This design comes from an exercise in tuning for small area, a short achievable clock period and few clock cycles per item on the open sky130 flow, not from production work.
Function was checked by simulation only, so behaviour that the tests miss may differ from the original.

## flow/design.v (module list and top-level ports; edited modules follow where they fit)
// module M1: 486 lines
module M1 (
  input logic Clock,
  input logic Resetn,
  input logic Start,
  output logic Stop,
  output logic[17:0]   SRAM_address,
  output logic[15:0]   SRAM_write_data,
  output logic         SRAM_we_n,
  input logic[15:0]    SRAM_read_data
);
  // ...
==> flow/run.sh <==
#!/bin/bash
# synth_recipe.tcl (not shown) runs the flow's synth.tcl, then flattens the netlist and writes it again
# the make line also repeats each setting of config.mk as NAME=value (left out here)
make -C /OpenROAD-flow-scripts/flow DESIGN_CONFIG=/design/flow/config.mk WORK_HOME=/design/flow/orfs CLKGATE_MAP_FILE= SYNTH_SCRIPT=/design/flow/synth_recipe.tcl finish
==> flow/config.mk <==
export PLATFORM = sky130hd
export DESIGN_NAME = M1
export DESIGN_NICKNAME = M1
export VERILOG_FILES = /design/flow/design.v
export SDC_FILE = /design/flow/constraint.sdc
export NUM_CORES = 4
export LEC_CHECK = 0
export CAP_MARGIN = 20
export CORE_MARGIN = 2
export CORE_UTILIZATION = 40
export SLEW_MARGIN = 20
==> flow/constraint.sdc <==
create_clock -name core_clock -period 24.0 [get_ports {Clock}]
set_input_delay 4.8000 -clock core_clock [delete_from_list [all_inputs] [get_ports {Clock}]]
set_output_delay 4.8000 -clock core_clock [all_outputs]
set_load 0.01 [all_outputs]
==> metrics.md, run 1 <==
| Metric | Value |
|---|---|
| Outcome | `no timing/DRC/antenna violations` |
| WP buf/inv | `3` |
| Hold EP | `pv[5][1]` |
| Hold path start | `pv[6][1]` |
| GP Congestion | `0.940` |
| Synth Area in XOR/XNOR | `3.20%` |
| Initial antenna violation count | `0` |
| Tot GR Track Use | `between 10% and 20%` |
| Post-place instance area | `around 27000 um2` |
| Post-route ant nets | `0` |
| Vias post-DR | `16900` |
| First-pass GRT wire length | `between 90 and 100 mm` |
| Inserted Clock Buffers | `39` |
| N_diodes | `1` |
| Required time of the critical path | `24.32 ns` |
| Syn Nets | `2818` |
| Main synth FF type | `edfxtp_1` |
| Placeable Area | `61900 um2` |
| Port Buf Inserts | `54` |
| Tap cells | `roughly 840` |
| Crit end category | `flop` |
| Initial Utilization | `40.6%` |
| Buffering overhead | `under 10%` |
| Clock root buffer | `clkbuf_16` |
| Min Tclk post-route | `7.67 ns` |
| Dominant class by area | `multi-input gates` |
| Vias in the first global route | `17200` |
| Register area share after synthesis | `37.3%` |
| Area of the multi-input gates | `14000 um2` |
Testbench counts, summed over its fixed seeds: cycles 768,116, images 4.
==> inputs of run 2 (changes only) <==
--- a/flow/design.v
+++ b/flow/design.v
@@ -21,18 +21,18 @@
 logic [6:0]  col;      
 logic        wen;
 logic [7:0]  pu [0:7];
 logic [7:0]  pv [0:7];
 logic [15:0] y0w, y1w;        
 logic [8:0]  iu, iv;          
 logic i_v, i_3, m0, m78, m79;
 always_comb begin
-  i_v = ph[9] | ph[1];        
-  i_3 = ph[0] | ph[1];        
+  i_v = ph[8] | ph[0];        
+  i_3 = ph[9] | ph[0];        
   m0  = (col == 7'd0);
   m78 = (col == 7'd78);
   m79 = (col == 7'd79);
 end
 logic [7:0] t [0:5];
 logic [7:0] s0, s1, s2, s3, s4, s5;
 always_comb begin
   for (int k = 0; k < 6; k++) t[k] = i_v ? pv[k] : pu[k];
@@ -119,25 +119,25 @@
 wire ti_w133 = ti_w81 ^ ti_w104 ^ ti_w105; wire ti_w134 = (ti_w81 & ti_w104) | (ti_w105 & (ti_w81 ^ ti_w104));
 wire ti_w135 = ti_w83 ^ ti_w106 ^ ti_w107; wire ti_w136 = (ti_w83 & ti_w106) | (ti_w107 & (ti_w83 ^ ti_w106));
 wire ti_w137 = ic[7] ^ ti_w84 ^ ti_w108; wire ti_w138 = (ic[7] & ti_w84) | (ti_w108 & (ic[7] ^ ti_w84));
 wire [16:0] ti_ra = {1'b0, ic[8], ti_w136, ti_w134, ti_w132, ti_w130, ti_w128, ti_w126, ti_w124, ti_w122, ti_w120, ti_w118, ti_w116, ti_w114, ti_w112, ti_w110, 1'b1};
 wire [16:0] ti_rb = {1'b0, ti_w138, ti_w137, ti_w135, ti_w133, ti_w131, ti_w129, ti_w127, ti_w125, ti_w123, ti_w121, ti_w119, ti_w117, ti_w115, ti_w113, ti_w111, ti_w109};
 assign isum = ti_ra + ti_rb;
 logic [7:0] ey;
 logic [8:0] eu, ev;
-always_comb begin
-  ey = ({8{ph[0]}} & y0w[15:8]) | ({8{ph[1]}} & y0w[7:0])
-     | ({8{ph[3]}} & y1w[15:8]) | ({8{ph[4]}} & y1w[7:0]);
-  if (ph[1] | ph[4]) begin
-    eu = iu;
-    ev = iv;
+always_ff @(posedge Clock) begin
+  ey <= ({8{ph[9]}} & y0w[15:8]) | ({8{ph[0]}} & y0w[7:0])
+      | ({8{ph[2]}} & y1w[15:8]) | ({8{ph[3]}} & y1w[7:0]);
+  if (ph[0] | ph[3]) begin
+    eu <= iu;
+    ev <= iv;
   end else begin
-    eu = {pu[1][7], ~pu[1][7], pu[1][6:0]};
-    ev = {pv[2][7], ~pv[2][7], pv[2][6:0]};
+    eu <= {pu[1][7], ~pu[1][7], pu[1][6:0]};
+    ev <= {pv[2][7], ~pv[2][7], pv[2][6:0]};
   end
 end
 wire [26:0] sR, sG, sB;
 wire tr_w1 = ey[5] ^ ey[3]; wire tr_w2 = ey[5] & ey[3];
 wire tr_w3 = ey[6] ^ ey[4] ^ ey[2]; wire tr_w4 = (ey[6] & ey[4]) | (ey[2] & (ey[6] ^ ey[4]));
 wire tr_w5 = ev[8] ^ ev[4]; wire tr_w6 = ev[8] & ev[4];
 wire tr_w7 = ey[7] ^ ey[5] ^ ey[3]; wire tr_w8 = (ey[7] & ey[5]) | (ey[3] & (ey[7] ^ ey[5]));
 wire tr_w9 = ey[0] ^ ev[5] ^ ev[4]; wire tr_w10 = (ey[0] & ev[5]) | (ev[4] & (ey[0] ^ ev[5]));
@@ -438,49 +438,49 @@
         Stop <= 1'b1;
         act <= 1'b0;
       end
     end
   end
 end
 always_ff @(posedge Clock) begin
   if (!act) begin
-    ph <= 10'd1;
-    ya <= 16'hFFFD;
+    ph <= 10'b10_0000_0000;
+    ya <= 16'hFFFC;
     ca <= 15'd0;
     wa <= RGB_START;
     col <= 7'd77;
     wen <= 1'b0;
     SRAM_address <= U_START;
   end else begin
     ph <= {ph[8:0], ph[9]};
-    if (ph[9]) SRAM_address <= U_START + {3'd0, ca};
+    if (ph[8]) SRAM_address <= U_START + {3'd0, ca};
     if (ph[0]) SRAM_address <= V_START + {3'd0, ca};
-    if (ph[7] | ph[8]) begin SRAM_address <= {2'd0, ya}; ya <= ya + 16'd1; end
+    if (ph[7] | ph[9]) begin SRAM_address <= {2'd0, ya}; ya <= ya + 16'd1; end
     if (wr_next) begin SRAM_address <= wa; wa <= wa + 18'd1; end
     if (ph[1]) ca <= ca + 15'd1;
     if (ph[0] && ca == 15'd3) wen <= 1'b1;
-    if (ph[7]) col <= (col == 7'd79) ? 7'd0 : col + 7'd1;
+    if (ph[6]) col <= (col == 7'd79) ? 7'd0 : col + 7'd1;
   end
 end
 always_ff @(posedge Clock) begin
   if (ph[0]) y1w <= SRAM_read_data;
-  if (ph[1]) y0w <= SRAM_read_data;
-  if (ph[8] | ph[2]) begin
+  if (ph[2]) y0w <= SRAM_read_data;
+  if (ph[8] | ph[1]) begin
     for (int k = 0; k < 6; k++) pu[k] <= pu[k+1];
-    pu[6] <= ph[2] ? SRAM_read_data[15:8] : pu[7];
+    pu[6] <= ph[1] ? SRAM_read_data[15:8] : pu[7];
     pu[7] <= SRAM_read_data[7:0];
   end
-  if (ph[0] | ph[3]) begin
+  if (ph[9] | ph[3]) begin
     for (int k = 0; k < 6; k++) pv[k] <= pv[k+1];
     pv[6] <= ph[3] ? SRAM_read_data[15:8] : pv[7];
     pv[7] <= SRAM_read_data[7:0];
   end
-  if (ph[9] | ph[1]) iu <= isum[16:8];
-  if (ph[0] | ph[2]) iv <= isum[16:8];
+  if (ph[8] | ph[0]) iu <= isum[16:8];
+  if (ph[9] | ph[1]) iv <= isum[16:8];
   if (ph[0] | ph[1] | ph[3] | ph[4]) begin
     qr <= sR[26:16];
     qg <= sG[26:16];
     qb <= sB[26:16];
   end
   if (ph[1] | ph[4]) begin SRAM_write_data <= {cr, cg}; hb <= cb; end
   if (ph[2] | ph[5]) SRAM_write_data <= {hb, cr};
   if (ph[3] | ph[6]) SRAM_write_data <= {cg, cb};
==> run 2 against run 1 <==
Compared with the run above:
- still clean
- die area is 1.6% higher
- clock-buffer cell count up 4
- clock skew grew 0.0050 ns
- largest cell class unchanged
==> metrics.md, run 2 <==
| Metric | Value |
|---|---|
| Final setup vio count | `0 (unchanged)` |
| Number of DRC markers in iteration 0 | `890 (was 1332)` |
| Crit path max-delay family | `buffers and inverters (was adder cells)` |
| CTS Buffer Depth | `3 (unchanged)` |
| Syn Inst Count | `2343 (was 2349)` |
| Reg2Reg Depth | `13 (was 16)` |
| Commonest non-fill, non-tap cells in the layout | `425 x inv_1, 237 x fa_1, 235 x edfxtp_1 (was 421 x inv_1, 237 x fa_1, 235 x edfxtp_1)` |
| Final Max Slew Viols | `0 (unchanged)` |
| Clock root buffer | `clkbuf_16 (unchanged)` |
| Critical path class | `reg -> out (was reg -> reg)` |
| Top Registers | `pu: 64 flops, pv: 64 flops (unchanged)` |
| Max Fclk | `156 MHz (was 130 MHz)` |
| RSZ-0062 raised after global routing | `no (unchanged)` |
| Placeable Area | `63200 um2 (was 61900 um2)` |
| Critical Path AT | `1.61 ns (was 7.99 ns)` |
| Least-Margin Pin Slew | `0.945 ns (was 1.05 ns)` |
| Post-Synthesis Mean Instance Area | `10.9 um2 (was 10.7 um2)` |
| Min Tclk post-route | `6.41 ns (was 7.67 ns)` |
| Clock Latency Late Sink | `0.58 ns (was 0.59 ns)` |
| CTS sink cnt | `376 (was 350)` |
| Remaining DRCs | `0 (unchanged)` |
| Initial Utilization | `40.5% (was 40.6%)` |
| WP buf/inv | `1 (was 3)` |
| DR vias/cell | `5.08 (was 5.18)` |
| GP Congestion | `0.919 (was 0.940)` |
| Initial antenna violation count | `0 (unchanged)` |
| Ranking of synthesized cells by area | `edfxtp_1 28%, fa_1 19%, dfxtp_1 11%, ha_1 10%, inv_1 6.2% (was edfxtp_1 28%, fa_1 19%, ha_1 11%, dfxtp_1 8.9%, inv_1 6.3%)` |
| DP HPWL | `44.2 mm (was 48.1 mm)` |
| Outcome | `no timing/DRC/antenna violations (unchanged)` |
| Fin crit share | `26.7% (was 32.0%)` |
| Most common cell after layout, fill and taps aside | `inv_1 (unchanged)` |
| Synth cell count leaders | `425 x inv_1, 237 x fa_1, 235 x edfxtp_1 (was 421 x inv_1, 237 x fa_1, 235 x edfxtp_1)` |
| Slew headroom | `36.6% (was 30.0%)` |
| EDFF count, synth | `235 (unchanged)` |
| Hold path cells | `0 (unchanged)` |
| Fraction of registers with async set/reset | `0.798% (was 0.857%)` |
| Max cap viols | `0 (unchanged)` |
| # hold bufs at CTS | `0 (unchanged)` |
| Crit path max fanout | `1 (was 21)` |
| Main synth FF type | `edfxtp_1 (unchanged)` |
| Port Buf Inserts | `54 (unchanged)` |
| Cell count along the critical path | `1 (was 16)` |
| Most common cell in the synthesized netlist | `inv_1 (unchanged)` |
| Final WL | `57.7 mm (was 62.5 mm)` |
| Top cell type's share of synthesized area | `27.6% (was 28.0%)` |
| Wirelength per Cell | `17.6 um (was 19.1 um)` |
| Nets | `2865 (was 2868)` |
| Register area share after synthesis | `38.7% (was 37.3%)` |
| CP max stage cell | `clkdlybuf4s50_1 (was clkinv_1)` |
| Hold Violations, Final | `0 (unchanged)` |
| Post-route ant nets | `0 (unchanged)` |
| Tot GR Track Use | `17.9% (was 19.7%)` |
| Layout fillers | `5758 (was 5795)` |
| Syn Nets | `2812 (was 2818)` |
| #FFs+latches synth | `376 (was 350)` |
| Die width | `257 um (was 255 um)` |
| # IOs | `55 (unchanged)` |
| Htree depth | `2 (unchanged)` |
| Clock skew | `0.0246 ns (was 0.0196 ns)` |
| Area delta synth->final | `11.2% (was 10.7%)` |
| Crit end category | `output pin (was flop)` |
| Core Util, Final | `45.0% (about the same)` |
| Synth area leader | `edfxtp_1 (unchanged)` |
| Required time of the critical path | `19.20 ns (was 24.32 ns)` |
| Drt first pass iters | `5 (unchanged)` |
| Total setup buffers inserted after CTS | `0 (unchanged)` |
| CP Launch Type | `flop (unchanged)` |
| Setup_tns | `0 ns (unchanged)` |
| Die area | `66000 um2 (was 64900 um2)` |
| Largest net degree at the start of global routing | `89 (unchanged)` |
| Vias post-DR | `16600 (was 16900)` |
| Hold Path Class | `reg -> reg (unchanged)` |
| CTS resizes | `0 (unchanged)` |
| Vias in the first global route | `17600 (was 17200)` |
| Share of layout cells above drive strength 1 | `6.13% (was 5.48%)` |
| GRT Residual Overflow | `0 (unchanged)` |
| CTS tree | `done (unchanged)` |
| Post-synth cell types | `74 (was 68)` |
| Mapped Area | `25600 um2 (was 25200 um2)` |
| First-pass GRT wire length | `93.8 mm (was 98.2 mm)` |
| Clock slew at reported path FFs | `0.06 ns (about the same)` |
| Cell Chain, Critical Path | `clkdlybuf4s50_1 (was nor2_2 > clkinv_1 > mux2i_1 > inv_1 > fa_1 > fa_1 > inv_1 > fa_1 > fa_1 > ha_1 > a21oi_1 > nand3b_1 > nor3_1 > o31ai_1 > a21oi_1 > xnor2_1)` |
| Num rows | `92 (was 91)` |
| Inserted Clock Buffers | `43 (was 39)` |
| Die Span Y | `257 um (was 255 um)` |
| CP peak stage delay | `0.52 ns (was 1.04 ns)` |
| Ys Warns | `4 (unchanged)` |
## run 2: cell types whose count changed after synthesis, sizes merged, moves of 6 or more
| cell | delta |
|---|---|
| mux2i | -6 |
| nor2 | -8 |
| nor3 | +6 |
| nand4 | -6 |
| o21ai | -10 |
| o21a | +6 |
| dfxtp | +26 |
| mux2 | +16 |
| xor2 | -9 |
| o211ai | -8 |
| a21oi | -14 |
## run 2: cell families (layout without fill, tap and decap cells)
| kind of cell | Yosys count | after routing | synth area share (%) |
|---|---|---|---|
| compound gates | 345 | 345 | 8.78 |
| xor+xnor | 88 | 88 | 3.01 |
| fa+ha+maj | 450 | 450 | 29.0 |
| buf+inv | 489 | 577 | 7.27 |
| flops | 376 | 376 | 38.7 |
| mux | 88 | 88 | 3.99 |
| other cells | 0 | 1 | 0 |
| simple gates | 507 | 507 | 9.27 |
## run 2: path summary, 6_finish.rpt
path	endpoint	slack (ns)	from
setup / recovery	SRAM_we_n	17.59	SRAM_we_n
hold / removal	pu[5][5]	0.41	pu[6][5]
setup reg to reg	qg[8]	18.62	ey[3]
hold reg to reg	pu[5][5]	0.41	pu[6][5]
max in group asynchronous	SRAM_we_n	19.38	Resetn
min in group asynchronous	Stop	4.40	Resetn
## run 2: final cells by class
class                   count  area (um2)  share of cell area [%]
clock buffers              56        1170                    4.13
inverters                 426        1600                    5.63
repair buffers             71         668                    2.35
flip-flops and latches    376        9900                    34.8
well taps                 846        1060                    3.72
diodes                      1        2.50                 0.00880
clock inverters            24         223                   0.783
multi-input cells        1478       13800                    48.6
## run 2: per-layer routing
| metal | part of all wire [%] | global-route usage [%] | vias up |
|---|---|---|---|
| met2 | 49 | 30.6 | 277 |
| met3 | 3.1 | 2.21 | 92 |
| li1 | - | - | 7947 |
| met4 | 2.6 | 5.15 | 0 |
| met1 | 46 | 23.8 | 8333 |
| met5 | 0 | 0 | - |
## run 2: per-stage QoR
stage          setup slack [ns]  hold slack (ns)  instance area, um2  cells
6_report                  17.59            0.406               28400   3278
5_1_grt                   17.54            0.420               28400   3277
4_1_cts                   17.55            0.409               28400   3277
3_5_place_dp              18.18            0.405               27000   3197
3_3_place_gp              18.18            0.405               27000   3197
2_1_floorplan             18.68            0.400               25600   2343
Testbench counts of run 2, summed over its fixed seeds: cycles 768,120, images 4.

re-timing with driven ports:
The flow's constraints put no driver on any port. The routed layouts listed below were extracted and timed again, unchanged, in two steps. Step 1: set_driving_cell puts a clkbuf_16 on Clock and a buf_2 on each other input, an assumption about the parent block. Step 2, shift: input delay + t, output delay - t, t = (earliest + latest rising clock arrival at the registers) / 2. This alone moves slack from input paths to output paths. Slacks: ideal ports / drivers / drivers and shift; pairs: ideal ports / drivers.
run | shift t [ns] | setup WS [ns] | latest minus earliest clock arrival (ns)
run 1 | 0.633 | 16.331 / 16.331 / 16.331 | 0.022 / 0.023
run 2 | 0.629 | 17.591 / 17.533 / 18.163 | 0.025 / 0.025
After both steps every run listed still meets setup and hold.
